Source: an optimization exercise on an open RTL-to-GDS flow (aim: small area). Production flows keep margins and buffers that such runs may drop. Where RTL was checked, it was by simulation tests only, not by an equivalence proof against the original. Only the layout flow was run in run 2; the RTL was not checked for function there.

==> flow/design.v (outline; a module is shown in full before it is edited, if it fits) <==
// module mac_mult: 1083 lines
// module fa_cell: 9 lines
// module ha_cell: 8 lines
// module booth_sel: 10 lines
// module booth_sel_n: 10 lines
// module FIR_filter: 62 lines
module FIR_filter #(parameter order = 10)(
	input logic clk,
	input logic reset,
	input logic x_valid,
	input logic signed [23:0] x,
	input logic [16*order - 1:0] h,
	output logic signed [39:0] y
);
  // ...
==> flow/flow/run.sh <==
#!/bin/bash
# The standard layout, with two changes to how it is made:
#  - ports are buffered with the smallest buffer (buf_1) instead of the default choice;
#  - before floorplanning, combinational cells that synthesis upsized are set back to their
#    smallest size (downsize.tcl); the flow's timing repair upsizes again where needed.
# make's full output goes to flow_make.log; each step's log is under orfs/logs/.
set -euo pipefail
here=$(pwd)
bash standard.sh \
  "BUFFER_PORTS_ARGS=-buffer_cell sky130_fd_sc_hd__buf_1" \
  "PRE_FLOORPLAN_TCL=$here/flow/downsize.tcl" \
  finish > "$here/flow_make.log" 2>&1
==> flow/flow/downsize.tcl <==
# Set every combinational cell that is not a buffer, delay or clock cell to the smallest
# size of its kind (for example a22oi_2 -> a22oi_1). Sequential cells are left alone.
set db [ord::get_db]
set n 0
foreach inst [[ord::get_db_block] getInsts] {
  set master [$inst getMaster]
  set name [$master getName]
  if { ![regexp {^sky130_fd_sc_hd__([a-z0-9]+)_([0-9]+)$} $name -> base drive] } { continue }
  if { [regexp {^(df|edf|sdf|sedf|dl|clk|buf|dly|conb|tap|fill|decap|diode|probe|lpflow)} $base] } { continue }
  set best $master
  foreach d {0 1 2} {
    set cand [$db findMaster "sky130_fd_sc_hd__${base}_$d"]
    if { $cand ne "NULL" && [$cand getWidth] < [[set best] getWidth] } { set best $cand }
  }
  if { $best ne $master } {
    replace_cell [$inst getName] [$best getName]
    incr n
  }
}
puts "downsize.tcl: resized $n instances"
==> flow/standard.sh <==
#!/bin/bash
# synth_recipe.tcl (not shown) runs the flow's synth.tcl, then flattens the netlist and writes it again
# the make line also repeats each setting of config.mk as NAME=value (left out here)
make -C /OpenROAD-flow-scripts/flow DESIGN_CONFIG=/design/flow/config.mk WORK_HOME=/design/flow/orfs CLKGATE_MAP_FILE= SYNTH_SCRIPT=/design/flow/synth_recipe.tcl "${@:-finish}"
==> flow/config.mk <==
export PLATFORM = sky130hd
export DESIGN_NAME = FIR_filter
export DESIGN_NICKNAME = FIR_filter
export VERILOG_FILES = /design/flow/design.v
export SDC_FILE = /design/flow/constraint.sdc
export NUM_CORES = 4
export LEC_CHECK = 0
export CAP_MARGIN = 20
export CORE_MARGIN = 2
export CORE_UTILIZATION = 40
export CTS_BUF_LIST = sky130_fd_sc_hd__clkbuf_16 sky130_fd_sc_hd__clkbuf_8 sky130_fd_sc_hd__clkbuf_4
export CTS_CLUSTER_DIAMETER = 60
export CTS_CLUSTER_SIZE = 24
export SLEW_MARGIN = 20
export SYNTH_HIERARCHICAL = 1
==> flow/constraint.sdc <==
create_clock -name core_clock -period 10.0 [get_ports {clk}]
set_input_delay 2.0000 -clock core_clock [delete_from_list [all_inputs] [get_ports {clk}]]
set_output_delay 2.0000 -clock core_clock [all_outputs]
set_load 0.01 [all_outputs]
==> flow_summary.ini, run 1 <==
[detailed_routing]
route.detailed.drc = 0
wl_met3_um = 3630
dr.pass1.iters = 6

[global_route]
grt_util_met3_pct = 3.79
grtUsageTotal_pct = 22.8
grtUsageMet1_pct = 27.3
overflow = 0
grt_pass1_wl_um = 82900

[pwr]
top_power_group = combinational logic
total_power_mw = 9.44
ir_worst_vdd_uv = 253

[clock_tree]
post-cts-setup-buffers = 0
clockBufferDepth = 3
h-tree-depth = 1
cts_hold_buffers = 0
cts_tree = done
cts_sinks = 333

[layout]
layout-drive-gt1-share_pct = 5.81
largest_reg_flops = 240
multi_input_area_share_pct = 53.0
n_all_buffers = 256
n_all_inverters = 38
final_cell_area_um2 = 21200
clock_area_share_pct = 5.21
multiInputCombCellCount = 1198
final_cell_mix = dfxtp_1 (302), a22oi_1 (235), buf_1 (225), xnor2_1 (203), fa_1 (199)

[critical_path]
crit_fanout = 17
crit_path_start = age[0]
worst-path-stages = 24
slowest_stage = nand4b_1
worstPathArrival_ps = 8630
timing.rr.start = age[0]

[floorplanning]
core_area_um2 = 45400
die_area_um2 = 47700
taps = 600
rows = 78

[place]
place_ws_ps = 1880
placed_area_um2 = 20100

[sta]
max_slew_margin_pct = 27.5
fmax_mhz = 123
drv_slew = 0
setup_viol = 0

[worst_hold_path]
hold_end = ring[9][20]

[status]
status = finished clean

[synth]
synthCells = 1590
==> module mac_mult, before the edit <==
module mac_mult (
	input logic [15:0] a,
	input logic [23:0] b,
	input logic [39:0] acc,
	output logic [39:0] p
);
	wire one0 = a[0] ^ 1'b0;
	wire two0 = (a[1] & ~a[0] & ~1'b0) | (~a[1] & a[0] & 1'b0);
	wire neg0 = a[1];
	wire pp0_0;
	booth_sel u_pp0_0 (one0, two0, neg0, b[0], 1'b0, pp0_0);
	wire pp0_1;
	booth_sel u_pp0_1 (one0, two0, neg0, b[1], b[0], pp0_1);
	wire pp0_2;
	booth_sel u_pp0_2 (one0, two0, neg0, b[2], b[1], pp0_2);
	wire pp0_3;
	booth_sel u_pp0_3 (one0, two0, neg0, b[3], b[2], pp0_3);
	wire pp0_4;
	booth_sel u_pp0_4 (one0, two0, neg0, b[4], b[3], pp0_4);
	wire pp0_5;
	booth_sel u_pp0_5 (one0, two0, neg0, b[5], b[4], pp0_5);
	wire pp0_6;
	booth_sel u_pp0_6 (one0, two0, neg0, b[6], b[5], pp0_6);
	wire pp0_7;
	booth_sel u_pp0_7 (one0, two0, neg0, b[7], b[6], pp0_7);
	wire pp0_8;
	booth_sel u_pp0_8 (one0, two0, neg0, b[8], b[7], pp0_8);
	wire pp0_9;
	booth_sel u_pp0_9 (one0, two0, neg0, b[9], b[8], pp0_9);
	wire pp0_10;
	booth_sel u_pp0_10 (one0, two0, neg0, b[10], b[9], pp0_10);
	wire pp0_11;
	booth_sel u_pp0_11 (one0, two0, neg0, b[11], b[10], pp0_11);
	wire pp0_12;
	booth_sel u_pp0_12 (one0, two0, neg0, b[12], b[11], pp0_12);
	wire pp0_13;
	booth_sel u_pp0_13 (one0, two0, neg0, b[13], b[12], pp0_13);
	wire pp0_14;
	booth_sel u_pp0_14 (one0, two0, neg0, b[14], b[13], pp0_14);
	wire pp0_15;
	booth_sel u_pp0_15 (one0, two0, neg0, b[15], b[14], pp0_15);
	wire pp0_16;
	booth_sel u_pp0_16 (one0, two0, neg0, b[16], b[15], pp0_16);
	wire pp0_17;
	booth_sel u_pp0_17 (one0, two0, neg0, b[17], b[16], pp0_17);
	wire pp0_18;
	booth_sel u_pp0_18 (one0, two0, neg0, b[18], b[17], pp0_18);
	wire pp0_19;
	booth_sel u_pp0_19 (one0, two0, neg0, b[19], b[18], pp0_19);
	wire pp0_20;
	booth_sel u_pp0_20 (one0, two0, neg0, b[20], b[19], pp0_20);
	wire pp0_21;
	booth_sel u_pp0_21 (one0, two0, neg0, b[21], b[20], pp0_21);
	wire pp0_22;
	booth_sel u_pp0_22 (one0, two0, neg0, b[22], b[21], pp0_22);
	wire pp0_23;
	booth_sel u_pp0_23 (one0, two0, neg0, b[23], b[22], pp0_23);
	wire pp0_24;
	booth_sel_n u_pp0_24 (one0, two0, neg0, b[23], b[23], pp0_24);
	wire one1 = a[2] ^ a[1];
	wire two1 = (a[3] & ~a[2] & ~a[1]) | (~a[3] & a[2] & a[1]);
	wire neg1 = a[3];
	wire pp1_0;
	booth_sel u_pp1_0 (one1, two1, neg1, b[0], 1'b0, pp1_0);
	wire pp1_1;
	booth_sel u_pp1_1 (one1, two1, neg1, b[1], b[0], pp1_1);
	wire pp1_2;
	booth_sel u_pp1_2 (one1, two1, neg1, b[2], b[1], pp1_2);
	wire pp1_3;
	booth_sel u_pp1_3 (one1, two1, neg1, b[3], b[2], pp1_3);
	wire pp1_4;
	booth_sel u_pp1_4 (one1, two1, neg1, b[4], b[3], pp1_4);
	wire pp1_5;
	booth_sel u_pp1_5 (one1, two1, neg1, b[5], b[4], pp1_5);
	wire pp1_6;
	booth_sel u_pp1_6 (one1, two1, neg1, b[6], b[5], pp1_6);
	wire pp1_7;
	booth_sel u_pp1_7 (one1, two1, neg1, b[7], b[6], pp1_7);
	wire pp1_8;
	booth_sel u_pp1_8 (one1, two1, neg1, b[8], b[7], pp1_8);
	wire pp1_9;
	booth_sel u_pp1_9 (one1, two1, neg1, b[9], b[8], pp1_9);
	wire pp1_10;
	booth_sel u_pp1_10 (one1, two1, neg1, b[10], b[9], pp1_10);
	wire pp1_11;
	booth_sel u_pp1_11 (one1, two1, neg1, b[11], b[10], pp1_11);
	wire pp1_12;
	booth_sel u_pp1_12 (one1, two1, neg1, b[12], b[11], pp1_12);
	wire pp1_13;
	booth_sel u_pp1_13 (one1, two1, neg1, b[13], b[12], pp1_13);
	wire pp1_14;
	booth_sel u_pp1_14 (one1, two1, neg1, b[14], b[13], pp1_14);
	wire pp1_15;
	booth_sel u_pp1_15 (one1, two1, neg1, b[15], b[14], pp1_15);
	wire pp1_16;
	booth_sel u_pp1_16 (one1, two1, neg1, b[16], b[15], pp1_16);
	wire pp1_17;
	booth_sel u_pp1_17 (one1, two1, neg1, b[17], b[16], pp1_17);
	wire pp1_18;
	booth_sel u_pp1_18 (one1, two1, neg1, b[18], b[17], pp1_18);
	wire pp1_19;
	booth_sel u_pp1_19 (one1, two1, neg1, b[19], b[18], pp1_19);
	wire pp1_20;
	booth_sel u_pp1_20 (one1, two1, neg1, b[20], b[19], pp1_20);
	wire pp1_21;
	booth_sel u_pp1_21 (one1, two1, neg1, b[21], b[20], pp1_21);
	wire pp1_22;
	booth_sel u_pp1_22 (one1, two1, neg1, b[22], b[21], pp1_22);
	wire pp1_23;
	booth_sel u_pp1_23 (one1, two1, neg1, b[23], b[22], pp1_23);
	wire pp1_24;
	booth_sel_n u_pp1_24 (one1, two1, neg1, b[23], b[23], pp1_24);
	wire one2 = a[4] ^ a[3];
	wire two2 = (a[5] & ~a[4] & ~a[3]) | (~a[5] & a[4] & a[3]);
	wire neg2 = a[5];
	wire pp2_0;
	booth_sel u_pp2_0 (one2, two2, neg2, b[0], 1'b0, pp2_0);
	wire pp2_1;
	booth_sel u_pp2_1 (one2, two2, neg2, b[1], b[0], pp2_1);
	wire pp2_2;
	booth_sel u_pp2_2 (one2, two2, neg2, b[2], b[1], pp2_2);
	wire pp2_3;
	booth_sel u_pp2_3 (one2, two2, neg2, b[3], b[2], pp2_3);
	wire pp2_4;
	booth_sel u_pp2_4 (one2, two2, neg2, b[4], b[3], pp2_4);
	wire pp2_5;
	booth_sel u_pp2_5 (one2, two2, neg2, b[5], b[4], pp2_5);
	wire pp2_6;
	booth_sel u_pp2_6 (one2, two2, neg2, b[6], b[5], pp2_6);
	wire pp2_7;
	booth_sel u_pp2_7 (one2, two2, neg2, b[7], b[6], pp2_7);
	wire pp2_8;
	booth_sel u_pp2_8 (one2, two2, neg2, b[8], b[7], pp2_8);
	wire pp2_9;
	booth_sel u_pp2_9 (one2, two2, neg2, b[9], b[8], pp2_9);
	wire pp2_10;
	booth_sel u_pp2_10 (one2, two2, neg2, b[10], b[9], pp2_10);
	wire pp2_11;
	booth_sel u_pp2_11 (one2, two2, neg2, b[11], b[10], pp2_11);
	wire pp2_12;
	booth_sel u_pp2_12 (one2, two2, neg2, b[12], b[11], pp2_12);
	wire pp2_13;
	booth_sel u_pp2_13 (one2, two2, neg2, b[13], b[12], pp2_13);
	wire pp2_14;
	booth_sel u_pp2_14 (one2, two2, neg2, b[14], b[13], pp2_14);
	wire pp2_15;
	booth_sel u_pp2_15 (one2, two2, neg2, b[15], b[14], pp2_15);
	wire pp2_16;
	booth_sel u_pp2_16 (one2, two2, neg2, b[16], b[15], pp2_16);
	wire pp2_17;
	booth_sel u_pp2_17 (one2, two2, neg2, b[17], b[16], pp2_17);
	wire pp2_18;
	booth_sel u_pp2_18 (one2, two2, neg2, b[18], b[17], pp2_18);
	wire pp2_19;
	booth_sel u_pp2_19 (one2, two2, neg2, b[19], b[18], pp2_19);
	wire pp2_20;
	booth_sel u_pp2_20 (one2, two2, neg2, b[20], b[19], pp2_20);
	wire pp2_21;
	booth_sel u_pp2_21 (one2, two2, neg2, b[21], b[20], pp2_21);
	wire pp2_22;
	booth_sel u_pp2_22 (one2, two2, neg2, b[22], b[21], pp2_22);
	wire pp2_23;
	booth_sel u_pp2_23 (one2, two2, neg2, b[23], b[22], pp2_23);
	wire pp2_24;
	booth_sel_n u_pp2_24 (one2, two2, neg2, b[23], b[23], pp2_24);
	wire one3 = a[6] ^ a[5];
	wire two3 = (a[7] & ~a[6] & ~a[5]) | (~a[7] & a[6] & a[5]);
	wire neg3 = a[7];
	wire pp3_0;
	booth_sel u_pp3_0 (one3, two3, neg3, b[0], 1'b0, pp3_0);
	wire pp3_1;
	booth_sel u_pp3_1 (one3, two3, neg3, b[1], b[0], pp3_1);
	wire pp3_2;
	booth_sel u_pp3_2 (one3, two3, neg3, b[2], b[1], pp3_2);
	wire pp3_3;
	booth_sel u_pp3_3 (one3, two3, neg3, b[3], b[2], pp3_3);
	wire pp3_4;
	booth_sel u_pp3_4 (one3, two3, neg3, b[4], b[3], pp3_4);
	wire pp3_5;
	booth_sel u_pp3_5 (one3, two3, neg3, b[5], b[4], pp3_5);
	wire pp3_6;
	booth_sel u_pp3_6 (one3, two3, neg3, b[6], b[5], pp3_6);
	wire pp3_7;
	booth_sel u_pp3_7 (one3, two3, neg3, b[7], b[6], pp3_7);
	wire pp3_8;
	booth_sel u_pp3_8 (one3, two3, neg3, b[8], b[7], pp3_8);
	wire pp3_9;
	booth_sel u_pp3_9 (one3, two3, neg3, b[9], b[8], pp3_9);
	wire pp3_10;
	booth_sel u_pp3_10 (one3, two3, neg3, b[10], b[9], pp3_10);
	wire pp3_11;
	booth_sel u_pp3_11 (one3, two3, neg3, b[11], b[10], pp3_11);
	wire pp3_12;
	booth_sel u_pp3_12 (one3, two3, neg3, b[12], b[11], pp3_12);
	wire pp3_13;
	booth_sel u_pp3_13 (one3, two3, neg3, b[13], b[12], pp3_13);
	wire pp3_14;
	booth_sel u_pp3_14 (one3, two3, neg3, b[14], b[13], pp3_14);
	wire pp3_15;
	booth_sel u_pp3_15 (one3, two3, neg3, b[15], b[14], pp3_15);
	wire pp3_16;
	booth_sel u_pp3_16 (one3, two3, neg3, b[16], b[15], pp3_16);
	wire pp3_17;
	booth_sel u_pp3_17 (one3, two3, neg3, b[17], b[16], pp3_17);
	wire pp3_18;
	booth_sel u_pp3_18 (one3, two3, neg3, b[18], b[17], pp3_18);
	wire pp3_19;
	booth_sel u_pp3_19 (one3, two3, neg3, b[19], b[18], pp3_19);
	wire pp3_20;
	booth_sel u_pp3_20 (one3, two3, neg3, b[20], b[19], pp3_20);
	wire pp3_21;
	booth_sel u_pp3_21 (one3, two3, neg3, b[21], b[20], pp3_21);
	wire pp3_22;
	booth_sel u_pp3_22 (one3, two3, neg3, b[22], b[21], pp3_22);
	wire pp3_23;
	booth_sel u_pp3_23 (one3, two3, neg3, b[23], b[22], pp3_23);
	wire pp3_24;
	booth_sel_n u_pp3_24 (one3, two3, neg3, b[23], b[23], pp3_24);
	wire one4 = a[8] ^ a[7];
	wire two4 = (a[9] & ~a[8] & ~a[7]) | (~a[9] & a[8] & a[7]);
	wire neg4 = a[9];
	wire pp4_0;
	booth_sel u_pp4_0 (one4, two4, neg4, b[0], 1'b0, pp4_0);
	wire pp4_1;
	booth_sel u_pp4_1 (one4, two4, neg4, b[1], b[0], pp4_1);
	wire pp4_2;
	booth_sel u_pp4_2 (one4, two4, neg4, b[2], b[1], pp4_2);
	wire pp4_3;
	booth_sel u_pp4_3 (one4, two4, neg4, b[3], b[2], pp4_3);
	wire pp4_4;
	booth_sel u_pp4_4 (one4, two4, neg4, b[4], b[3], pp4_4);
	wire pp4_5;
	booth_sel u_pp4_5 (one4, two4, neg4, b[5], b[4], pp4_5);
	wire pp4_6;
	booth_sel u_pp4_6 (one4, two4, neg4, b[6], b[5], pp4_6);
	wire pp4_7;
	booth_sel u_pp4_7 (one4, two4, neg4, b[7], b[6], pp4_7);
	wire pp4_8;
	booth_sel u_pp4_8 (one4, two4, neg4, b[8], b[7], pp4_8);
	wire pp4_9;
	booth_sel u_pp4_9 (one4, two4, neg4, b[9], b[8], pp4_9);
	wire pp4_10;
	booth_sel u_pp4_10 (one4, two4, neg4, b[10], b[9], pp4_10);
	wire pp4_11;
	booth_sel u_pp4_11 (one4, two4, neg4, b[11], b[10], pp4_11);
	wire pp4_12;
	booth_sel u_pp4_12 (one4, two4, neg4, b[12], b[11], pp4_12);
	wire pp4_13;
	booth_sel u_pp4_13 (one4, two4, neg4, b[13], b[12], pp4_13);
	wire pp4_14;
	booth_sel u_pp4_14 (one4, two4, neg4, b[14], b[13], pp4_14);
	wire pp4_15;
	booth_sel u_pp4_15 (one4, two4, neg4, b[15], b[14], pp4_15);
	wire pp4_16;
	booth_sel u_pp4_16 (one4, two4, neg4, b[16], b[15], pp4_16);
	wire pp4_17;
	booth_sel u_pp4_17 (one4, two4, neg4, b[17], b[16], pp4_17);
	wire pp4_18;
	booth_sel u_pp4_18 (one4, two4, neg4, b[18], b[17], pp4_18);
	wire pp4_19;
	booth_sel u_pp4_19 (one4, two4, neg4, b[19], b[18], pp4_19);
	wire pp4_20;
	booth_sel u_pp4_20 (one4, two4, neg4, b[20], b[19], pp4_20);
	wire pp4_21;
	booth_sel u_pp4_21 (one4, two4, neg4, b[21], b[20], pp4_21);
	wire pp4_22;
	booth_sel u_pp4_22 (one4, two4, neg4, b[22], b[21], pp4_22);
	wire pp4_23;
	booth_sel u_pp4_23 (one4, two4, neg4, b[23], b[22], pp4_23);
	wire pp4_24;
	booth_sel_n u_pp4_24 (one4, two4, neg4, b[23], b[23], pp4_24);
	wire one5 = a[10] ^ a[9];
	wire two5 = (a[11] & ~a[10] & ~a[9]) | (~a[11] & a[10] & a[9]);
	wire neg5 = a[11];
	wire pp5_0;
	booth_sel u_pp5_0 (one5, two5, neg5, b[0], 1'b0, pp5_0);
	wire pp5_1;
	booth_sel u_pp5_1 (one5, two5, neg5, b[1], b[0], pp5_1);
	wire pp5_2;
	booth_sel u_pp5_2 (one5, two5, neg5, b[2], b[1], pp5_2);
	wire pp5_3;
	booth_sel u_pp5_3 (one5, two5, neg5, b[3], b[2], pp5_3);
	wire pp5_4;
	booth_sel u_pp5_4 (one5, two5, neg5, b[4], b[3], pp5_4);
	wire pp5_5;
	booth_sel u_pp5_5 (one5, two5, neg5, b[5], b[4], pp5_5);
	wire pp5_6;
	booth_sel u_pp5_6 (one5, two5, neg5, b[6], b[5], pp5_6);
	wire pp5_7;
	booth_sel u_pp5_7 (one5, two5, neg5, b[7], b[6], pp5_7);
	wire pp5_8;
	booth_sel u_pp5_8 (one5, two5, neg5, b[8], b[7], pp5_8);
	wire pp5_9;
	booth_sel u_pp5_9 (one5, two5, neg5, b[9], b[8], pp5_9);
	wire pp5_10;
	booth_sel u_pp5_10 (one5, two5, neg5, b[10], b[9], pp5_10);
	wire pp5_11;
	booth_sel u_pp5_11 (one5, two5, neg5, b[11], b[10], pp5_11);
	wire pp5_12;
	booth_sel u_pp5_12 (one5, two5, neg5, b[12], b[11], pp5_12);
	wire pp5_13;
	booth_sel u_pp5_13 (one5, two5, neg5, b[13], b[12], pp5_13);
	wire pp5_14;
	booth_sel u_pp5_14 (one5, two5, neg5, b[14], b[13], pp5_14);
	wire pp5_15;
	booth_sel u_pp5_15 (one5, two5, neg5, b[15], b[14], pp5_15);
	wire pp5_16;
	booth_sel u_pp5_16 (one5, two5, neg5, b[16], b[15], pp5_16);
	wire pp5_17;
	booth_sel u_pp5_17 (one5, two5, neg5, b[17], b[16], pp5_17);
	wire pp5_18;
	booth_sel u_pp5_18 (one5, two5, neg5, b[18], b[17], pp5_18);
	wire pp5_19;
	booth_sel u_pp5_19 (one5, two5, neg5, b[19], b[18], pp5_19);
	wire pp5_20;
	booth_sel u_pp5_20 (one5, two5, neg5, b[20], b[19], pp5_20);
	wire pp5_21;
	booth_sel u_pp5_21 (one5, two5, neg5, b[21], b[20], pp5_21);
	wire pp5_22;
	booth_sel u_pp5_22 (one5, two5, neg5, b[22], b[21], pp5_22);
	wire pp5_23;
	booth_sel u_pp5_23 (one5, two5, neg5, b[23], b[22], pp5_23);
	wire pp5_24;
	booth_sel_n u_pp5_24 (one5, two5, neg5, b[23], b[23], pp5_24);
	wire one6 = a[12] ^ a[11];
	wire two6 = (a[13] & ~a[12] & ~a[11]) | (~a[13] & a[12] & a[11]);
	wire neg6 = a[13];
	wire pp6_0;
	booth_sel u_pp6_0 (one6, two6, neg6, b[0], 1'b0, pp6_0);
	wire pp6_1;
	booth_sel u_pp6_1 (one6, two6, neg6, b[1], b[0], pp6_1);
	wire pp6_2;
	booth_sel u_pp6_2 (one6, two6, neg6, b[2], b[1], pp6_2);
	wire pp6_3;
	booth_sel u_pp6_3 (one6, two6, neg6, b[3], b[2], pp6_3);
	wire pp6_4;
	booth_sel u_pp6_4 (one6, two6, neg6, b[4], b[3], pp6_4);
	wire pp6_5;
	booth_sel u_pp6_5 (one6, two6, neg6, b[5], b[4], pp6_5);
	wire pp6_6;
	booth_sel u_pp6_6 (one6, two6, neg6, b[6], b[5], pp6_6);
	wire pp6_7;
	booth_sel u_pp6_7 (one6, two6, neg6, b[7], b[6], pp6_7);
	wire pp6_8;
	booth_sel u_pp6_8 (one6, two6, neg6, b[8], b[7], pp6_8);
	wire pp6_9;
	booth_sel u_pp6_9 (one6, two6, neg6, b[9], b[8], pp6_9);
	wire pp6_10;
	booth_sel u_pp6_10 (one6, two6, neg6, b[10], b[9], pp6_10);
	wire pp6_11;
	booth_sel u_pp6_11 (one6, two6, neg6, b[11], b[10], pp6_11);
	wire pp6_12;
	booth_sel u_pp6_12 (one6, two6, neg6, b[12], b[11], pp6_12);
	wire pp6_13;
	booth_sel u_pp6_13 (one6, two6, neg6, b[13], b[12], pp6_13);
	wire pp6_14;
	booth_sel u_pp6_14 (one6, two6, neg6, b[14], b[13], pp6_14);
	wire pp6_15;
	booth_sel u_pp6_15 (one6, two6, neg6, b[15], b[14], pp6_15);
	wire pp6_16;
	booth_sel u_pp6_16 (one6, two6, neg6, b[16], b[15], pp6_16);
	wire pp6_17;
	booth_sel u_pp6_17 (one6, two6, neg6, b[17], b[16], pp6_17);
	wire pp6_18;
	booth_sel u_pp6_18 (one6, two6, neg6, b[18], b[17], pp6_18);
	wire pp6_19;
	booth_sel u_pp6_19 (one6, two6, neg6, b[19], b[18], pp6_19);
	wire pp6_20;
	booth_sel u_pp6_20 (one6, two6, neg6, b[20], b[19], pp6_20);
	wire pp6_21;
	booth_sel u_pp6_21 (one6, two6, neg6, b[21], b[20], pp6_21);
	wire pp6_22;
	booth_sel u_pp6_22 (one6, two6, neg6, b[22], b[21], pp6_22);
	wire pp6_23;
	booth_sel u_pp6_23 (one6, two6, neg6, b[23], b[22], pp6_23);
	wire pp6_24;
	booth_sel_n u_pp6_24 (one6, two6, neg6, b[23], b[23], pp6_24);
	wire one7 = a[14] ^ a[13];
	wire two7 = (a[15] & ~a[14] & ~a[13]) | (~a[15] & a[14] & a[13]);
	wire neg7 = a[15];
	wire pp7_0;
	booth_sel u_pp7_0 (one7, two7, neg7, b[0], 1'b0, pp7_0);
	wire pp7_1;
	booth_sel u_pp7_1 (one7, two7, neg7, b[1], b[0], pp7_1);
	wire pp7_2;
	booth_sel u_pp7_2 (one7, two7, neg7, b[2], b[1], pp7_2);
	wire pp7_3;
	booth_sel u_pp7_3 (one7, two7, neg7, b[3], b[2], pp7_3);
	wire pp7_4;
	booth_sel u_pp7_4 (one7, two7, neg7, b[4], b[3], pp7_4);
	wire pp7_5;
	booth_sel u_pp7_5 (one7, two7, neg7, b[5], b[4], pp7_5);
	wire pp7_6;
	booth_sel u_pp7_6 (one7, two7, neg7, b[6], b[5], pp7_6);
	wire pp7_7;
	booth_sel u_pp7_7 (one7, two7, neg7, b[7], b[6], pp7_7);
	wire pp7_8;
	booth_sel u_pp7_8 (one7, two7, neg7, b[8], b[7], pp7_8);
	wire pp7_9;
	booth_sel u_pp7_9 (one7, two7, neg7, b[9], b[8], pp7_9);
	wire pp7_10;
	booth_sel u_pp7_10 (one7, two7, neg7, b[10], b[9], pp7_10);
	wire pp7_11;
	booth_sel u_pp7_11 (one7, two7, neg7, b[11], b[10], pp7_11);
	wire pp7_12;
	booth_sel u_pp7_12 (one7, two7, neg7, b[12], b[11], pp7_12);
	wire pp7_13;
	booth_sel u_pp7_13 (one7, two7, neg7, b[13], b[12], pp7_13);
	wire pp7_14;
	booth_sel u_pp7_14 (one7, two7, neg7, b[14], b[13], pp7_14);
	wire pp7_15;
	booth_sel u_pp7_15 (one7, two7, neg7, b[15], b[14], pp7_15);
	wire pp7_16;
	booth_sel u_pp7_16 (one7, two7, neg7, b[16], b[15], pp7_16);
	wire pp7_17;
	booth_sel u_pp7_17 (one7, two7, neg7, b[17], b[16], pp7_17);
	wire pp7_18;
	booth_sel u_pp7_18 (one7, two7, neg7, b[18], b[17], pp7_18);
	wire pp7_19;
	booth_sel u_pp7_19 (one7, two7, neg7, b[19], b[18], pp7_19);
	wire pp7_20;
	booth_sel u_pp7_20 (one7, two7, neg7, b[20], b[19], pp7_20);
	wire pp7_21;
	booth_sel u_pp7_21 (one7, two7, neg7, b[21], b[20], pp7_21);
	wire pp7_22;
	booth_sel u_pp7_22 (one7, two7, neg7, b[22], b[21], pp7_22);
	wire pp7_23;
	booth_sel u_pp7_23 (one7, two7, neg7, b[23], b[22], pp7_23);
	wire pp7_24;
	booth_sel_n u_pp7_24 (one7, two7, neg7, b[23], b[23], pp7_24);
	wire hs0, hc0;
	ha_cell u_hs0 (acc[14], neg7, hs0, hc0);
	wire hs1, hc1;
	ha_cell u_hs1 (acc[15], pp0_15, hs1, hc1);
	wire hs2, hc2;
	ha_cell u_hs2 (acc[16], pp0_16, hs2, hc2);
	wire hs3, hc3;
	ha_cell u_hs3 (acc[17], pp0_17, hs3, hc3);
	wire hs4, hc4;
	ha_cell u_hs4 (acc[18], pp0_18, hs4, hc4);
	wire hs5, hc5;
	ha_cell u_hs5 (acc[19], pp0_19, hs5, hc5);
	wire hs6, hc6;
	ha_cell u_hs6 (acc[20], pp0_20, hs6, hc6);
	wire hs7, hc7;
	ha_cell u_hs7 (acc[21], pp0_21, hs7, hc7);
	wire hs8, hc8;
	ha_cell u_hs8 (acc[22], pp0_22, hs8, hc8);
	wire hs9, hc9;
	ha_cell u_hs9 (acc[23], pp0_23, hs9, hc9);
	wire s0, c0;
	fa_cell u_s0 (acc[24], 1'b1, pp0_24, s0, c0);
	wire hs10, hc10;
	ha_cell u_hs10 (acc[25], 1'b1, hs10, hc10);
	wire hs11, hc11;
	ha_cell u_hs11 (acc[8], neg4, hs11, hc11);
	wire hs12, hc12;
	ha_cell u_hs12 (acc[9], pp0_9, hs12, hc12);
	wire s1, c1;
	fa_cell u_s1 (acc[10], neg5, pp0_10, s1, c1);
	wire hs13, hc13;
	ha_cell u_hs13 (pp1_8, pp2_6, hs13, hc13);
	wire s2, c2;
	fa_cell u_s2 (acc[11], pp0_11, pp1_9, s2, c2);
	wire hs14, hc14;
	ha_cell u_hs14 (pp2_7, pp3_5, hs14, hc14);
	wire s3, c3;
	fa_cell u_s3 (acc[12], neg6, pp0_12, s3, c3);
	wire s4, c4;
	fa_cell u_s4 (pp1_10, pp2_8, pp3_6, s4, c4);
	wire hs15, hc15;
	ha_cell u_hs15 (pp4_4, pp5_2, hs15, hc15);
	wire s5, c5;
	fa_cell u_s5 (acc[13], pp0_13, pp1_11, s5, c5);
	wire s6, c6;
	fa_cell u_s6 (pp2_9, pp3_7, pp4_5, s6, c6);
	wire hs16, hc16;
	ha_cell u_hs16 (pp5_3, pp6_1, hs16, hc16);
	wire s7, c7;
	fa_cell u_s7 (pp0_14, pp1_12, pp2_10, s7, c7);
	wire s8, c8;
	fa_cell u_s8 (pp3_8, pp4_6, pp5_4, s8, c8);
	wire s9, c9;
	fa_cell u_s9 (pp6_2, pp7_0, hs0, s9, c9);
	wire s10, c10;
	fa_cell u_s10 (pp1_13, pp2_11, pp3_9, s10, c10);
	wire s11, c11;
	fa_cell u_s11 (pp4_7, pp5_5, pp6_3, s11, c11);
	wire s12, c12;
	fa_cell u_s12 (pp7_1, hc0, hs1, s12, c12);
	wire s13, c13;
	fa_cell u_s13 (pp1_14, pp2_12, pp3_10, s13, c13);
	wire s14, c14;
	fa_cell u_s14 (pp4_8, pp5_6, pp6_4, s14, c14);
	wire s15, c15;
	fa_cell u_s15 (pp7_2, hc1, hs2, s15, c15);
	wire s16, c16;
	fa_cell u_s16 (pp1_15, pp2_13, pp3_11, s16, c16);
	wire s17, c17;
	fa_cell u_s17 (pp4_9, pp5_7, pp6_5, s17, c17);
	wire s18, c18;
	fa_cell u_s18 (pp7_3, hc2, hs3, s18, c18);
	wire s19, c19;
	fa_cell u_s19 (pp1_16, pp2_14, pp3_12, s19, c19);
	wire s20, c20;
	fa_cell u_s20 (pp4_10, pp5_8, pp6_6, s20, c20);
	wire s21, c21;
	fa_cell u_s21 (pp7_4, hc3, hs4, s21, c21);
	wire s22, c22;
	fa_cell u_s22 (pp1_17, pp2_15, pp3_13, s22, c22);
	wire s23, c23;
	fa_cell u_s23 (pp4_11, pp5_9, pp6_7, s23, c23);
	wire s24, c24;
	fa_cell u_s24 (pp7_5, hc4, hs5, s24, c24);
	wire s25, c25;
	fa_cell u_s25 (pp1_18, pp2_16, pp3_14, s25, c25);
	wire s26, c26;
	fa_cell u_s26 (pp4_12, pp5_10, pp6_8, s26, c26);
	wire s27, c27;
	fa_cell u_s27 (pp7_6, hc5, hs6, s27, c27);
	wire s28, c28;
	fa_cell u_s28 (pp1_19, pp2_17, pp3_15, s28, c28);
	wire s29, c29;
	fa_cell u_s29 (pp4_13, pp5_11, pp6_9, s29, c29);
	wire s30, c30;
	fa_cell u_s30 (pp7_7, hc6, hs7, s30, c30);
	wire s31, c31;
	fa_cell u_s31 (pp1_20, pp2_18, pp3_16, s31, c31);
	wire s32, c32;
	fa_cell u_s32 (pp4_14, pp5_12, pp6_10, s32, c32);
	wire s33, c33;
	fa_cell u_s33 (pp7_8, hc7, hs8, s33, c33);
	wire s34, c34;
	fa_cell u_s34 (pp1_21, pp2_19, pp3_17, s34, c34);
	wire s35, c35;
	fa_cell u_s35 (pp4_15, pp5_13, pp6_11, s35, c35);
	wire s36, c36;
	fa_cell u_s36 (pp7_9, hc8, hs9, s36, c36);
	wire s37, c37;
	fa_cell u_s37 (pp1_22, pp2_20, pp3_18, s37, c37);
	wire s38, c38;
	fa_cell u_s38 (pp4_16, pp5_14, pp6_12, s38, c38);
	wire s39, c39;
	fa_cell u_s39 (pp7_10, hc9, s0, s39, c39);
	wire s40, c40;
	fa_cell u_s40 (hs10, pp1_23, pp2_21, s40, c40);
	wire s41, c41;
	fa_cell u_s41 (pp3_19, pp4_17, pp5_15, s41, c41);
	wire s42, c42;
	fa_cell u_s42 (pp6_13, pp7_11, c0, s42, c42);
	wire s43, c43;
	fa_cell u_s43 (acc[26], hc10, pp1_24, s43, c43);
	wire s44, c44;
	fa_cell u_s44 (pp2_22, pp3_20, pp4_18, s44, c44);
	wire s45, c45;
	fa_cell u_s45 (pp5_16, pp6_14, pp7_12, s45, c45);
	wire s46, c46;
	fa_cell u_s46 (acc[27], 1'b1, pp2_23, s46, c46);
	wire s47, c47;
	fa_cell u_s47 (pp3_21, pp4_19, pp5_17, s47, c47);
	wire hs17, hc17;
	ha_cell u_hs17 (pp6_15, pp7_13, hs17, hc17);
	wire s48, c48;
	fa_cell u_s48 (acc[28], pp2_24, pp3_22, s48, c48);
	wire s49, c49;
	fa_cell u_s49 (pp4_20, pp5_18, pp6_16, s49, c49);
	wire s50, c50;
	fa_cell u_s50 (acc[29], 1'b1, pp3_23, s50, c50);
	wire hs18, hc18;
	ha_cell u_hs18 (pp4_21, pp5_19, hs18, hc18);
	wire s51, c51;
	fa_cell u_s51 (acc[30], pp3_24, pp4_22, s51, c51);
	wire hs19, hc19;
	ha_cell u_hs19 (acc[31], 1'b1, hs19, hc19);
	wire hs20, hc20;
	ha_cell u_hs20 (acc[4], neg2, hs20, hc20);
	wire hs21, hc21;
	ha_cell u_hs21 (acc[5], pp0_5, hs21, hc21);
	wire s52, c52;
	fa_cell u_s52 (acc[6], neg3, pp0_6, s52, c52);
	wire hs22, hc22;
	ha_cell u_hs22 (pp1_4, pp2_2, hs22, hc22);
	wire s53, c53;
	fa_cell u_s53 (acc[7], pp0_7, pp1_5, s53, c53);
	wire hs23, hc23;
	ha_cell u_hs23 (pp2_3, pp3_1, hs23, hc23);
	wire s54, c54;
	fa_cell u_s54 (pp0_8, pp1_6, pp2_4, s54, c54);
	wire s55, c55;
	fa_cell u_s55 (pp3_2, pp4_0, hs11, s55, c55);
	wire s56, c56;
	fa_cell u_s56 (pp1_7, pp2_5, pp3_3, s56, c56);
	wire s57, c57;
	fa_cell u_s57 (pp4_1, hc11, hs12, s57, c57);
	wire s58, c58;
	fa_cell u_s58 (pp3_4, pp4_2, pp5_0, s58, c58);
	wire s59, c59;
	fa_cell u_s59 (hc12, hs13, s1, s59, c59);
	wire s60, c60;
	fa_cell u_s60 (pp4_3, pp5_1, hc13, s60, c60);
	wire s61, c61;
	fa_cell u_s61 (hs14, c1, s2, s61, c61);
	wire s62, c62;
	fa_cell u_s62 (pp6_0, hc14, hs15, s62, c62);
	wire s63, c63;
	fa_cell u_s63 (c2, s3, s4, s63, c63);
	wire s64, c64;
	fa_cell u_s64 (hc15, hs16, c3, s64, c64);
	wire s65, c65;
	fa_cell u_s65 (c4, s5, s6, s65, c65);
	wire s66, c66;
	fa_cell u_s66 (hc16, c5, c6, s66, c66);
	wire s67, c67;
	fa_cell u_s67 (s7, s8, s9, s67, c67);
	wire s68, c68;
	fa_cell u_s68 (c7, c8, c9, s68, c68);
	wire s69, c69;
	fa_cell u_s69 (s10, s11, s12, s69, c69);
	wire s70, c70;
	fa_cell u_s70 (c10, c11, s13, s70, c70);
	wire s71, c71;
	fa_cell u_s71 (s14, c12, s15, s71, c71);
	wire s72, c72;
	fa_cell u_s72 (c13, c14, s16, s72, c72);
	wire s73, c73;
	fa_cell u_s73 (s17, c15, s18, s73, c73);
	wire s74, c74;
	fa_cell u_s74 (c16, c17, s19, s74, c74);
	wire s75, c75;
	fa_cell u_s75 (s20, c18, s21, s75, c75);
	wire s76, c76;
	fa_cell u_s76 (c19, c20, s22, s76, c76);
	wire s77, c77;
	fa_cell u_s77 (s23, c21, s24, s77, c77);
	wire s78, c78;
	fa_cell u_s78 (c22, c23, s25, s78, c78);
	wire s79, c79;
	fa_cell u_s79 (s26, c24, s27, s79, c79);
	wire s80, c80;
	fa_cell u_s80 (c25, c26, s28, s80, c80);
	wire s81, c81;
	fa_cell u_s81 (s29, c27, s30, s81, c81);
	wire s82, c82;
	fa_cell u_s82 (c28, c29, s31, s82, c82);
	wire s83, c83;
	fa_cell u_s83 (s32, c30, s33, s83, c83);
	wire s84, c84;
	fa_cell u_s84 (c31, c32, s34, s84, c84);
	wire s85, c85;
	fa_cell u_s85 (s35, c33, s36, s85, c85);
	wire s86, c86;
	fa_cell u_s86 (c34, c35, s37, s86, c86);
	wire s87, c87;
	fa_cell u_s87 (s38, c36, s39, s87, c87);
	wire s88, c88;
	fa_cell u_s88 (c37, c38, s40, s88, c88);
	wire s89, c89;
	fa_cell u_s89 (s41, c39, s42, s89, c89);
	wire s90, c90;
	fa_cell u_s90 (c40, c41, s43, s90, c90);
	wire s91, c91;
	fa_cell u_s91 (s44, s45, c42, s91, c91);
	wire s92, c92;
	fa_cell u_s92 (hs17, c43, c44, s92, c92);
	wire s93, c93;
	fa_cell u_s93 (c45, s46, s47, s93, c93);
	wire s94, c94;
	fa_cell u_s94 (pp7_14, hc17, c46, s94, c94);
	wire s95, c95;
	fa_cell u_s95 (c47, s48, s49, s95, c95);
	wire s96, c96;
	fa_cell u_s96 (pp6_17, pp7_15, hs18, s96, c96);
	wire s97, c97;
	fa_cell u_s97 (c48, c49, s50, s97, c97);
	wire s98, c98;
	fa_cell u_s98 (pp5_20, pp6_18, pp7_16, s98, c98);
	wire s99, c99;
	fa_cell u_s99 (hc18, c50, s51, s99, c99);
	wire s100, c100;
	fa_cell u_s100 (hs19, pp4_23, pp5_21, s100, c100);
	wire s101, c101;
	fa_cell u_s101 (pp6_19, pp7_17, c51, s101, c101);
	wire s102, c102;
	fa_cell u_s102 (acc[32], hc19, pp4_24, s102, c102);
	wire s103, c103;
	fa_cell u_s103 (pp5_22, pp6_20, pp7_18, s103, c103);
	wire s104, c104;
	fa_cell u_s104 (acc[33], 1'b1, pp5_23, s104, c104);
	wire hs24, hc24;
	ha_cell u_hs24 (pp6_21, pp7_19, hs24, hc24);
	wire s105, c105;
	fa_cell u_s105 (acc[34], pp5_24, pp6_22, s105, c105);
	wire hs25, hc25;
	ha_cell u_hs25 (acc[35], 1'b1, hs25, hc25);
	wire hs26, hc26;
	ha_cell u_hs26 (acc[2], neg1, hs26, hc26);
	wire hs27, hc27;
	ha_cell u_hs27 (acc[3], pp0_3, hs27, hc27);
	wire s106, c106;
	fa_cell u_s106 (pp0_4, pp1_2, pp2_0, s106, c106);
	wire s107, c107;
	fa_cell u_s107 (pp1_3, pp2_1, hc20, s107, c107);
	wire s108, c108;
	fa_cell u_s108 (pp3_0, hc21, hs22, s108, c108);
	wire s109, c109;
	fa_cell u_s109 (hc22, hs23, c52, s109, c109);
	wire s110, c110;
	fa_cell u_s110 (hc23, c53, s54, s110, c110);
	wire s111, c111;
	fa_cell u_s111 (c54, c55, s56, s111, c111);
	wire s112, c112;
	fa_cell u_s112 (c56, s58, c57, s112, c112);
	wire s113, c113;
	fa_cell u_s113 (c58, s60, c59, s113, c113);
	wire s114, c114;
	fa_cell u_s114 (c60, s62, c61, s114, c114);
	wire s115, c115;
	fa_cell u_s115 (c62, c63, s64, s115, c115);
	wire s116, c116;
	fa_cell u_s116 (c64, c65, s66, s116, c116);
	wire s117, c117;
	fa_cell u_s117 (c66, c67, s68, s117, c117);
	wire s118, c118;
	fa_cell u_s118 (c68, s70, c69, s118, c118);
	wire s119, c119;
	fa_cell u_s119 (c70, s72, c71, s119, c119);
	wire s120, c120;
	fa_cell u_s120 (c72, s74, c73, s120, c120);
	wire s121, c121;
	fa_cell u_s121 (c74, s76, c75, s121, c121);
	wire s122, c122;
	fa_cell u_s122 (c76, s78, c77, s122, c122);
	wire s123, c123;
	fa_cell u_s123 (c78, s80, c79, s123, c123);
	wire s124, c124;
	fa_cell u_s124 (c80, s82, c81, s124, c124);
	wire s125, c125;
	fa_cell u_s125 (c82, s84, c83, s125, c125);
	wire s126, c126;
	fa_cell u_s126 (c84, s86, c85, s126, c126);
	wire s127, c127;
	fa_cell u_s127 (c86, s88, s89, s127, c127);
	wire s128, c128;
	fa_cell u_s128 (c88, s90, c89, s128, c128);
	wire s129, c129;
	fa_cell u_s129 (c90, s92, s93, s129, c129);
	wire s130, c130;
	fa_cell u_s130 (c92, c93, s94, s130, c130);
	wire s131, c131;
	fa_cell u_s131 (c94, s96, c95, s131, c131);
	wire s132, c132;
	fa_cell u_s132 (s98, c96, c97, s132, c132);
	wire s133, c133;
	fa_cell u_s133 (c98, s100, c99, s133, c133);
	wire s134, c134;
	fa_cell u_s134 (c100, s102, s103, s134, c134);
	wire s135, c135;
	fa_cell u_s135 (hs24, c102, c103, s135, c135);
	wire s136, c136;
	fa_cell u_s136 (pp7_20, hc24, c104, s136, c136);
	wire s137, c137;
	fa_cell u_s137 (hs25, pp6_23, pp7_21, s137, c137);
	wire s138, c138;
	fa_cell u_s138 (acc[36], hc25, pp6_24, s138, c138);
	wire hs28, hc28;
	ha_cell u_hs28 (acc[37], 1'b1, hs28, hc28);
	wire hs29, hc29;
	ha_cell u_hs29 (acc[0], neg0, hs29, hc29);
	wire hs30, hc30;
	ha_cell u_hs30 (acc[1], pp0_1, hs30, hc30);
	wire s139, c139;
	fa_cell u_s139 (pp0_2, pp1_0, hs26, s139, c139);
	wire s140, c140;
	fa_cell u_s140 (pp1_1, hc26, hs27, s140, c140);
	wire s141, c141;
	fa_cell u_s141 (hs20, hc27, s106, s141, c141);
	wire s142, c142;
	fa_cell u_s142 (hs21, c106, s107, s142, c142);
	wire s143, c143;
	fa_cell u_s143 (c107, s52, s108, s143, c143);
	wire s144, c144;
	fa_cell u_s144 (s53, c108, s109, s144, c144);
	wire s145, c145;
	fa_cell u_s145 (s55, c109, s110, s145, c145);
	wire s146, c146;
	fa_cell u_s146 (s57, c110, s111, s146, c146);
	wire s147, c147;
	fa_cell u_s147 (c111, s59, s112, s147, c147);
	wire s148, c148;
	fa_cell u_s148 (s61, c112, s113, s148, c148);
	wire s149, c149;
	fa_cell u_s149 (s63, c113, s114, s149, c149);
	wire s150, c150;
	fa_cell u_s150 (s65, c114, s115, s150, c150);
	wire s151, c151;
	fa_cell u_s151 (s67, c115, s116, s151, c151);
	wire s152, c152;
	fa_cell u_s152 (c116, s69, s117, s152, c152);
	wire s153, c153;
	fa_cell u_s153 (s71, c117, s118, s153, c153);
	wire s154, c154;
	fa_cell u_s154 (s73, c118, s119, s154, c154);
	wire s155, c155;
	fa_cell u_s155 (s75, c119, s120, s155, c155);
	wire s156, c156;
	fa_cell u_s156 (s77, c120, s121, s156, c156);
	wire s157, c157;
	fa_cell u_s157 (s79, c121, s122, s157, c157);
	wire s158, c158;
	fa_cell u_s158 (s81, c122, s123, s158, c158);
	wire s159, c159;
	fa_cell u_s159 (s83, c123, s124, s159, c159);
	wire s160, c160;
	fa_cell u_s160 (s85, c124, s125, s160, c160);
	wire s161, c161;
	fa_cell u_s161 (s87, c125, s126, s161, c161);
	wire s162, c162;
	fa_cell u_s162 (c87, c126, s127, s162, c162);
	wire s163, c163;
	fa_cell u_s163 (s91, c127, s128, s163, c163);
	wire s164, c164;
	fa_cell u_s164 (c91, s129, c128, s164, c164);
	wire s165, c165;
	fa_cell u_s165 (s95, s130, c129, s165, c165);
	wire s166, c166;
	fa_cell u_s166 (s97, c130, s131, s166, c166);
	wire s167, c167;
	fa_cell u_s167 (s99, c131, s132, s167, c167);
	wire s168, c168;
	fa_cell u_s168 (s101, c132, s133, s168, c168);
	wire s169, c169;
	fa_cell u_s169 (c101, s134, c133, s169, c169);
	wire s170, c170;
	fa_cell u_s170 (s104, c134, s135, s170, c170);
	wire s171, c171;
	fa_cell u_s171 (s105, c135, s136, s171, c171);
	wire s172, c172;
	fa_cell u_s172 (c105, s137, c136, s172, c172);
	wire s173, c173;
	fa_cell u_s173 (pp7_22, c137, s138, s173, c173);
	wire s174, c174;
	fa_cell u_s174 (hs28, pp7_23, c138, s174, c174);
	wire s175, c175;
	fa_cell u_s175 (acc[38], hc28, pp7_24, s175, c175);
	wire hs31, hc31;
	ha_cell u_hs31 (acc[39], 1'b1, hs31, hc31);
	wire hs32, hc32;
	ha_cell u_hs32 (pp0_0, hs29, hs32, hc32);
	assign p[0] = hs32;
	wire s176, c176;
	fa_cell u_s176 (hc29, hs30, hc32, s176, c176);
	assign p[1] = s176;
	wire s177, c177;
	fa_cell u_s177 (hc30, s139, c176, s177, c177);
	assign p[2] = s177;
	wire s178, c178;
	fa_cell u_s178 (c139, s140, c177, s178, c178);
	assign p[3] = s178;
	wire s179, c179;
	fa_cell u_s179 (c140, s141, c178, s179, c179);
	assign p[4] = s179;
	wire s180, c180;
	fa_cell u_s180 (c141, s142, c179, s180, c180);
	assign p[5] = s180;
	wire s181, c181;
	fa_cell u_s181 (c142, s143, c180, s181, c181);
	assign p[6] = s181;
	wire s182, c182;
	fa_cell u_s182 (c143, s144, c181, s182, c182);
	assign p[7] = s182;
	wire g8, p8;
	assign {g8, p8} = c144 + s145;
	wire g9, p9;
	assign {g9, p9} = c145 + s146;
	wire g10, p10;
	assign {g10, p10} = c146 + s147;
	wire g11, p11;
	assign {g11, p11} = c147 + s148;
	wire g12, p12;
	assign {g12, p12} = c148 + s149;
	wire g13, p13;
	assign {g13, p13} = c149 + s150;
	wire g14, p14;
	assign {g14, p14} = c150 + s151;
	wire g15, p15;
	assign {g15, p15} = c151 + s152;
	wire g16, p16;
	assign {g16, p16} = c152 + s153;
	wire g17, p17;
	assign {g17, p17} = c153 + s154;
	wire g18, p18;
	assign {g18, p18} = c154 + s155;
	wire g19, p19;
	assign {g19, p19} = c155 + s156;
	wire g20, p20;
	assign {g20, p20} = c156 + s157;
	wire g21, p21;
	assign {g21, p21} = c157 + s158;
	wire g22, p22;
	assign {g22, p22} = c158 + s159;
	wire g23, p23;
	assign {g23, p23} = c159 + s160;
	wire g24, p24;
	assign {g24, p24} = c160 + s161;
	wire g25, p25;
	assign {g25, p25} = c161 + s162;
	wire g26, p26;
	assign {g26, p26} = c162 + s163;
	wire g27, p27;
	assign {g27, p27} = c163 + s164;
	wire g28, p28;
	assign {g28, p28} = s165 + c164;
	wire g29, p29;
	assign {g29, p29} = c165 + s166;
	wire g30, p30;
	assign {g30, p30} = c166 + s167;
	wire g31, p31;
	assign {g31, p31} = c167 + s168;
	wire g32, p32;
	assign {g32, p32} = c168 + s169;
	wire g33, p33;
	assign {g33, p33} = s170 + c169;
	wire g34, p34;
	assign {g34, p34} = c170 + s171;
	wire g35, p35;
	assign {g35, p35} = c171 + s172;
	wire g36, p36;
	assign {g36, p36} = s173 + c172;
	wire g37, p37;
	assign {g37, p37} = c173 + s174;
	wire g38, p38;
	assign {g38, p38} = s175 + c174;
	wire g39, p39;
	assign {g39, p39} = hs31 + c175;
	wire G0 = g8 | (p8 & c182);
	wire P0 = p8 & 1'b0;
	wire G1 = g10 | (p10 & g9);
	wire P1 = p10 & p9;
	wire G2 = g12 | (p12 & g11);
	wire P2 = p12 & p11;
	wire G3 = g14 | (p14 & g13);
	wire P3 = p14 & p13;
	wire G4 = g16 | (p16 & g15);
	wire P4 = p16 & p15;
	wire G5 = g18 | (p18 & g17);
	wire P5 = p18 & p17;
	wire G6 = g20 | (p20 & g19);
	wire P6 = p20 & p19;
	wire G7 = g22 | (p22 & g21);
	wire P7 = p22 & p21;
	wire G8 = g24 | (p24 & g23);
	wire P8 = p24 & p23;
	wire G9 = g26 | (p26 & g25);
	wire P9 = p26 & p25;
	wire G10 = g28 | (p28 & g27);
	wire P10 = p28 & p27;
	wire G11 = g30 | (p30 & g29);
	wire P11 = p30 & p29;
	wire G12 = g32 | (p32 & g31);
	wire P12 = p32 & p31;
	wire G13 = g34 | (p34 & g33);
	wire P13 = p34 & p33;
	wire G14 = g36 | (p36 & g35);
	wire P14 = p36 & p35;
	wire G15 = g38 | (p38 & g37);
	wire P15 = p38 & p37;
	wire G16 = G1 | (P1 & G0);
	wire P16 = P1 & P0;
	wire G17 = G3 | (P3 & G2);
	wire P17 = P3 & P2;
	wire G18 = G5 | (P5 & G4);
	wire P18 = P5 & P4;
	wire G19 = G7 | (P7 & G6);
	wire P19 = P7 & P6;
	wire G20 = G9 | (P9 & G8);
	wire P20 = P9 & P8;
	wire G21 = G11 | (P11 & G10);
	wire P21 = P11 & P10;
	wire G22 = G13 | (P13 & G12);
	wire P22 = P13 & P12;
	wire G23 = G15 | (P15 & G14);
	wire P23 = P15 & P14;
	wire G24 = G17 | (P17 & G16);
	wire P24 = P17 & P16;
	wire G25 = G19 | (P19 & G18);
	wire P25 = P19 & P18;
	wire G26 = G21 | (P21 & G20);
	wire P26 = P21 & P20;
	wire G27 = G23 | (P23 & G22);
	wire P27 = P23 & P22;
	wire G28 = G25 | (P25 & G24);
	wire P28 = P25 & P24;
	wire G29 = G27 | (P27 & G26);
	wire P29 = P27 & P26;
	wire G30 = G29 | (P29 & G28);
	wire P30 = P29 & P28;
	wire G31 = G26 | (P26 & G28);
	wire P31 = P26 & P28;
	wire G32 = G18 | (P18 & G24);
	wire P32 = P18 & P24;
	wire G33 = G20 | (P20 & G28);
	wire P33 = P20 & P28;
	wire G34 = G22 | (P22 & G31);
	wire P34 = P22 & P31;
	wire G35 = G2 | (P2 & G16);
	wire P35 = P2 & P16;
	wire G36 = G4 | (P4 & G24);
	wire P36 = P4 & P24;
	wire G37 = G6 | (P6 & G32);
	wire P37 = P6 & P32;
	wire G38 = G8 | (P8 & G28);
	wire P38 = P8 & P28;
	wire G39 = G10 | (P10 & G33);
	wire P39 = P10 & P33;
	wire G40 = G12 | (P12 & G31);
	wire P40 = P12 & P31;
	wire G41 = G14 | (P14 & G34);
	wire P41 = P14 & P34;
	wire G42 = g9 | (p9 & G0);
	wire P42 = p9 & P0;
	wire G43 = g11 | (p11 & G16);
	wire P43 = p11 & P16;
	wire G44 = g13 | (p13 & G35);
	wire P44 = p13 & P35;
	wire G45 = g15 | (p15 & G24);
	wire P45 = p15 & P24;
	wire G46 = g17 | (p17 & G36);
	wire P46 = p17 & P36;
	wire G47 = g19 | (p19 & G32);
	wire P47 = p19 & P32;
	wire G48 = g21 | (p21 & G37);
	wire P48 = p21 & P37;
	wire G49 = g23 | (p23 & G28);
	wire P49 = p23 & P28;
	wire G50 = g25 | (p25 & G38);
	wire P50 = p25 & P38;
	wire G51 = g27 | (p27 & G33);
	wire P51 = p27 & P33;
	wire G52 = g29 | (p29 & G39);
	wire P52 = p29 & P39;
	wire G53 = g31 | (p31 & G31);
	wire P53 = p31 & P31;
	wire G54 = g33 | (p33 & G40);
	wire P54 = p33 & P40;
	wire G55 = g35 | (p35 & G34);
	wire P55 = p35 & P34;
	wire G56 = g37 | (p37 & G41);
	wire P56 = p37 & P41;
	wire G57 = g39 | (p39 & G30);
	wire P57 = p39 & P30;
	assign p[8] = p8 ^ c182;
	assign p[9] = p9 ^ G0;
	assign p[10] = p10 ^ G42;
	assign p[11] = p11 ^ G16;
	assign p[12] = p12 ^ G43;
	assign p[13] = p13 ^ G35;
	assign p[14] = p14 ^ G44;
	assign p[15] = p15 ^ G24;
	assign p[16] = p16 ^ G45;
	assign p[17] = p17 ^ G36;
	assign p[18] = p18 ^ G46;
	assign p[19] = p19 ^ G32;
	assign p[20] = p20 ^ G47;
	assign p[21] = p21 ^ G37;
	assign p[22] = p22 ^ G48;
	assign p[23] = p23 ^ G28;
	assign p[24] = p24 ^ G49;
	assign p[25] = p25 ^ G38;
	assign p[26] = p26 ^ G50;
	assign p[27] = p27 ^ G33;
	assign p[28] = p28 ^ G51;
	assign p[29] = p29 ^ G39;
	assign p[30] = p30 ^ G52;
	assign p[31] = p31 ^ G31;
	assign p[32] = p32 ^ G53;
	assign p[33] = p33 ^ G40;
	assign p[34] = p34 ^ G54;
	assign p[35] = p35 ^ G34;
	assign p[36] = p36 ^ G55;
	assign p[37] = p37 ^ G41;
	assign p[38] = p38 ^ G56;
	assign p[39] = p39 ^ G30;
endmodule
==> module FIR_filter, before the edit <==
module FIR_filter #(parameter order = 10)(
	input logic clk,
	input logic reset,
	input logic x_valid,
	input logic signed [23:0] x,
	input logic [16*order - 1:0] h,
	output logic signed [39:0] y
);
	logic [23:0] ring [0:order - 1];	 
	logic [23:0] hold;			 
	logic [3:0] age;			 
	logic pend;				 
	logic [3:0] left;			 
	logic [3:0] nvalid;			 
	logic [15:0] tap;			 
	logic [39:0] acc;
	wire ins = pend & (age == order - 1);
	wire [23:0] smp = ins ? hold : ring[order - 1];
	logic [3:0] age_n, left_n, nvalid_n, k_n;
	logic pend_n, use_n;
	always_comb begin
		if (reset) begin
			pend_n = 1'b0;
			left_n = '0;
			nvalid_n = '0;
			age_n = order - 1;
		end else begin
			age_n = (ins || age == 0) ? order - 1 : age - 4'd1;
			if (x_valid) begin
				pend_n = 1'b1;
				left_n = order;
				nvalid_n = (nvalid == order) ? nvalid : nvalid + 4'd1;
			end else begin
				pend_n = pend & ~ins;
				left_n = (left != 0) ? left - 4'd1 : left;
				nvalid_n = nvalid;
			end
		end
		k_n = (pend_n && age_n == order - 1) ? 4'd0 : pend_n ? age_n + 4'd1 : age_n;
		use_n = (left_n != 0) && (k_n < nvalid_n);
	end
	logic [15:0] tap_n;
	always_comb begin
		tap_n = '0;
		for (int j = 0; j < order; j++)
			if (use_n && k_n == j) tap_n = tap_n | h[16*j +: 16];
	end
	logic [39:0] sum;
	mac_mult u_mult (.a(tap), .b(smp), .acc(acc), .p(sum));
	always_ff @(posedge clk) begin
		ring[0] <= smp;
		for (int i = 1; i < order; i++) ring[i] <= ring[i - 1];
		if (x_valid) hold <= x;
		acc <= x_valid ? 40'd0 : sum;
		tap <= tap_n;
		pend <= pend_n;
		left <= left_n;
		nvalid <= nvalid_n;
		age <= age_n;
	end
	assign y = acc;
endmodule
==> inputs of run 2 (changes only) <==
--- a/flow/design.v
+++ b/flow/design.v
@@ -452,5 +452,7 @@
 	wire s0, c0;
-	fa_cell u_s0 (acc[24], 1'b1, pp0_24, s0, c0);
+	assign s0 = ~(acc[24] ^ pp0_24);
+	assign c0 = acc[24] | pp0_24;
 	wire hs10, hc10;
-	ha_cell u_hs10 (acc[25], 1'b1, hs10, hc10);
+	assign hs10 = ~acc[25];
+	assign hc10 = acc[25];
 	wire hs11, hc11;
@@ -558,3 +560,4 @@
 	wire s46, c46;
-	fa_cell u_s46 (acc[27], 1'b1, pp2_23, s46, c46);
+	assign s46 = ~(acc[27] ^ pp2_23);
+	assign c46 = acc[27] | pp2_23;
 	wire s47, c47;
@@ -568,3 +571,4 @@
 	wire s50, c50;
-	fa_cell u_s50 (acc[29], 1'b1, pp3_23, s50, c50);
+	assign s50 = ~(acc[29] ^ pp3_23);
+	assign c50 = acc[29] | pp3_23;
 	wire hs18, hc18;
@@ -574,3 +578,4 @@
 	wire hs19, hc19;
-	ha_cell u_hs19 (acc[31], 1'b1, hs19, hc19);
+	assign hs19 = ~acc[31];
+	assign hc19 = acc[31];
 	wire hs20, hc20;
@@ -688,3 +693,4 @@
 	wire s104, c104;
-	fa_cell u_s104 (acc[33], 1'b1, pp5_23, s104, c104);
+	assign s104 = ~(acc[33] ^ pp5_23);
+	assign c104 = acc[33] | pp5_23;
 	wire hs24, hc24;
@@ -694,3 +700,4 @@
 	wire hs25, hc25;
-	ha_cell u_hs25 (acc[35], 1'b1, hs25, hc25);
+	assign hs25 = ~acc[35];
+	assign hc25 = acc[35];
 	wire hs26, hc26;
@@ -766,3 +773,4 @@
 	wire hs28, hc28;
-	ha_cell u_hs28 (acc[37], 1'b1, hs28, hc28);
+	assign hs28 = ~acc[37];
+	assign hc28 = acc[37];
 	wire hs29, hc29;
@@ -846,3 +854,4 @@
 	wire hs31, hc31;
-	ha_cell u_hs31 (acc[39], 1'b1, hs31, hc31);
+	assign hs31 = ~acc[39];
+	assign hc31 = acc[39];
 	wire hs32, hc32;
@@ -1131,3 +1140,4 @@
 );
-	logic [23:0] ring [0:order - 1];	 
+	localparam int R = order - 1;		 
+	logic [23:0] ring [0:R - 1];		 
 	logic [23:0] hold;			 
@@ -1135,2 +1145,4 @@
 	logic pend;				 
+	logic ins;				 
+	logic last;				 
 	logic [3:0] left;			 
@@ -1139,4 +1151,4 @@
 	logic [39:0] acc;
-	wire ins = pend & (age == order - 1);
-	wire [23:0] smp = ins ? hold : ring[order - 1];
+	wire [23:0] tail = ring[R - 1];
+	wire [23:0] smp = last ? hold : tail;
 	logic [3:0] age_n, left_n, nvalid_n, k_n;
@@ -1148,16 +1160,18 @@
 			nvalid_n = '0;
-			age_n = order - 1;
+			age_n = R - 1;
+		end else if (x_valid) begin
+			pend_n = 1'b1;
+			left_n = order;
+			nvalid_n = (nvalid == order) ? nvalid : nvalid + 4'd1;
+			age_n = (age == 0) ? R : age;
 		end else begin
-			age_n = (ins || age == 0) ? order - 1 : age - 4'd1;
-			if (x_valid) begin
-				pend_n = 1'b1;
-				left_n = order;
-				nvalid_n = (nvalid == order) ? nvalid : nvalid + 4'd1;
-			end else begin
-				pend_n = pend & ~ins;
-				left_n = (left != 0) ? left - 4'd1 : left;
-				nvalid_n = nvalid;
-			end
+			pend_n = pend & ~ins;
+			left_n = (left != 0) ? left - 4'd1 : left;
+			nvalid_n = nvalid;
+			if (pend && !ins)
+				age_n = (age == 1) ? R : age - 4'd1;	 
+			else
+				age_n = (age == 0) ? R - 1 : age - 4'd1;	 
 		end
-		k_n = (pend_n && age_n == order - 1) ? 4'd0 : pend_n ? age_n + 4'd1 : age_n;
+		k_n = (left_n == 1) ? 4'd0 : age_n;
 		use_n = (left_n != 0) && (k_n < nvalid_n);
@@ -1173,4 +1187,4 @@
 	always_ff @(posedge clk) begin
-		ring[0] <= smp;
-		for (int i = 1; i < order; i++) ring[i] <= ring[i - 1];
+		ring[0] <= ins ? hold : tail;
+		for (int i = 1; i < R; i++) ring[i] <= ring[i - 1];
 		if (x_valid) hold <= x;
@@ -1179,2 +1193,4 @@
 		pend <= pend_n;
+		ins <= pend_n && age_n == R;
+		last <= left_n == 1;
 		left <= left_n;
--- a/flow/config.mk
+++ b/flow/config.mk
@@ -10,5 +10,5 @@
 export CORE_UTILIZATION = 40
-export CTS_BUF_LIST = sky130_fd_sc_hd__clkbuf_16 sky130_fd_sc_hd__clkbuf_8 sky130_fd_sc_hd__clkbuf_4
-export CTS_CLUSTER_DIAMETER = 60
-export CTS_CLUSTER_SIZE = 24
+export CTS_BUF_LIST = sky130_fd_sc_hd__clkbuf_8
+export CTS_CLUSTER_DIAMETER = 50
+export CTS_CLUSTER_SIZE = 16
 export SLEW_MARGIN = 20
==> flow_summary.ini, run 2 <==
[status]
status = finished clean

[layout]
regMostFlops = ring
largest_reg_flops = 216
final_cell_area_um2 = 20800
mostFrequentLayoutCell = dfxtp_1
layout-drive-gt1-share_pct = 9.20
antennaDiodeCount = 0
final_cell_mix = dfxtp_1 (280), a22oi_1 (232), buf_1 (225), xnor2_1 (202), fa_1 (195)
largestRegisters = ring x216, acc x40, hold x24
fin_util_pct = 46.0
finalNetCount = 2281

[clock_tree]
clockBufferDepth = 3
cts_hold_buffers = 0
cts_root_buf = clkbuf_8
cts_sinks = 311
cts_tree = done
h-tree-depth = 2
numCtsBuffers = 38
cts_resized = 0
clk_pin_slew_ps = 90
clock_latency_ps = 630
post-cts-setup-buffers = 0

[place]
gp_congestion = 0.936
portBuffers = 226
placed_area_um2 = 20000
hpwl_um = 38500

[floorplanning]
rows = 78
die_height_um = 218
ioPinCount = 227
initial_utilization_pct = 40.4
die_area_um2 = 47400
core_area_um2 = 45300
die_w_um = 218

[critical_path]
crit_fanout = 24
worstPathArrival_ps = 8180
required_ps = 10500
cp-start-kind = flop
crit_type = reg2reg
critPathCaptureType = flop

[sta]
setup_viol = 0
fin_setup_tns_ps = 0
drv_slew = 0
worstMarginPinSlew_ps = 1150
max_slew_margin_pct = 22.9
hold_viol_final = 0
fmax_mhz = 130
rsz0062_at_grt = no
finalCritPeriodShare_pct = 76.8
period_needed_ps = 7680
hold_ws_ps = 299
skew_ps = 52.4

[global_route]
grt_start_max_net_pins = 48
antenna_found_initial = 0
grt_pass1_wl_um = 80400
grtUsageTotal_pct = 22.1
grt_pass1_vias = 14200
overflow = 0

[pwr]
total_power_mw = 5.06
ir_worst_vdd_uv = 124
power_density_nw_per_um2 = 243
total_leakage_power_nw = 8.28

[detailed_routing]
routed_wl_um = 51300
vias_per_cell = 5.41
wl_per_cell_um = 20.9
dr.pass1.iters = 6
num_vias = 13300
route.detailed.drc = 0
drtIter0Drc = 967
detail-route-antenna-nets = 0

[job]
maxCapViolCount = 0

[worst_hold_path]
min_path_type = reg2reg

[synth]
ys.warnings.count = 8
synthCells = 1567
run 2: metrics by stage:
step | cells | setup WS [ps]
6_report | 2458 | 2320
2_1_floorplan | 1574 | 2150
3_5_place_dp | 2389 | 2420
4_1_cts | 2458 | 2370
5_1_grt | 2458 | 2080
3_3_place_gp | 2389 | 2480
run 2: report_power, final:
group          switching, mW  internal [mW]
Sequential             0.118           1.46
Combinational           1.37           1.11
Clock                  0.569          0.441
run 2: final cells by class:
cell class / count / area (um^2)
fill: 4314 / 24500
multi-input combinational: 1165 / 11400
sequential: 311 / 6470
timing repair buffer: 259 / 1100
tap: 600 / 751
clock buffer: 38 / 523
clock inverter: 31 / 352
inverter: 54 / 203
run 2: critical path, stage by stage (launching register included):
cell and delay, ps:
dfxtp_1 320, buf_4 340, mux2_2 540, a22oi_1 250
xnor2_1 140, ha_1 260, fa_1 400, fa_1 410
fa_1 430, fa_1 410, fa_1 400, fa_1 400
fa_1 430, fa_1 460, a211oi_1 220, o21ai_0 100
buf_4 160, o211ai_1 530, nand2_1 220, a21oi_1 290
o21ai_0 130, fa_1 400, xor2_1 170, nor2b_1 130
run 2: worst paths after layout:
kind	from	to	slack (ps)	cells after the start
min reg2reg	ring[6][2]	ring[7][2]	300	0
min	ring[6][2]	ring[7][2]	300	0
max reg2reg	last	acc[30]	2320	23
max	last	acc[30]	2320	23
run 2: routing by layer:
| metal | GRT usage [%] | vias to the layer above | part of all wire, % | routed length, um |
|---|---|---|---|---|
| met5 | 0 | - | 0 | 0 |
| met4 | 10.7 | 0 | 4.8 | 2460 |
| met3 | 3.84 | 128 | 6.8 | 3480 |
| met2 | 37.6 | 565 | 48 | 24600 |
| met1 | 27.1 | 6516 | 41 | 20800 |
| li1 | - | 6094 | - | - |

-- static timing again, ports no longer ideal --
In the flow no input, the clock included, has a driving cell. The finished layouts below were timed again as built, in two steps.
Step 1 sets driving cells, clkbuf_16 on the clock port and buf_2 on the other inputs (assumed; they add their load-dependent delay and slew).
Step 2 also shifts input and output timing later by t, the mid clock arrival at the registers, as if the neighbouring blocks saw the same clock.
Three values: ideal, step 1, step 2; two values: the first two.
run | t (ns) | slack for setup (ns) | hold slack, ns | clock arrival spread, ns | cell pins on the clock port's net
run 1 | 0.637 | 1.843 / 1.843 / 1.843 | 0.308 / 0.308 / 0.308 | 0.031 / 0.031 | 1
run 2 | 0.655 | 2.317 / 2.317 / 2.317 | 0.299 / 0.299 / 0.299 | 0.057 / 0.058 | 1
After both steps setup and hold are still met in every run listed.
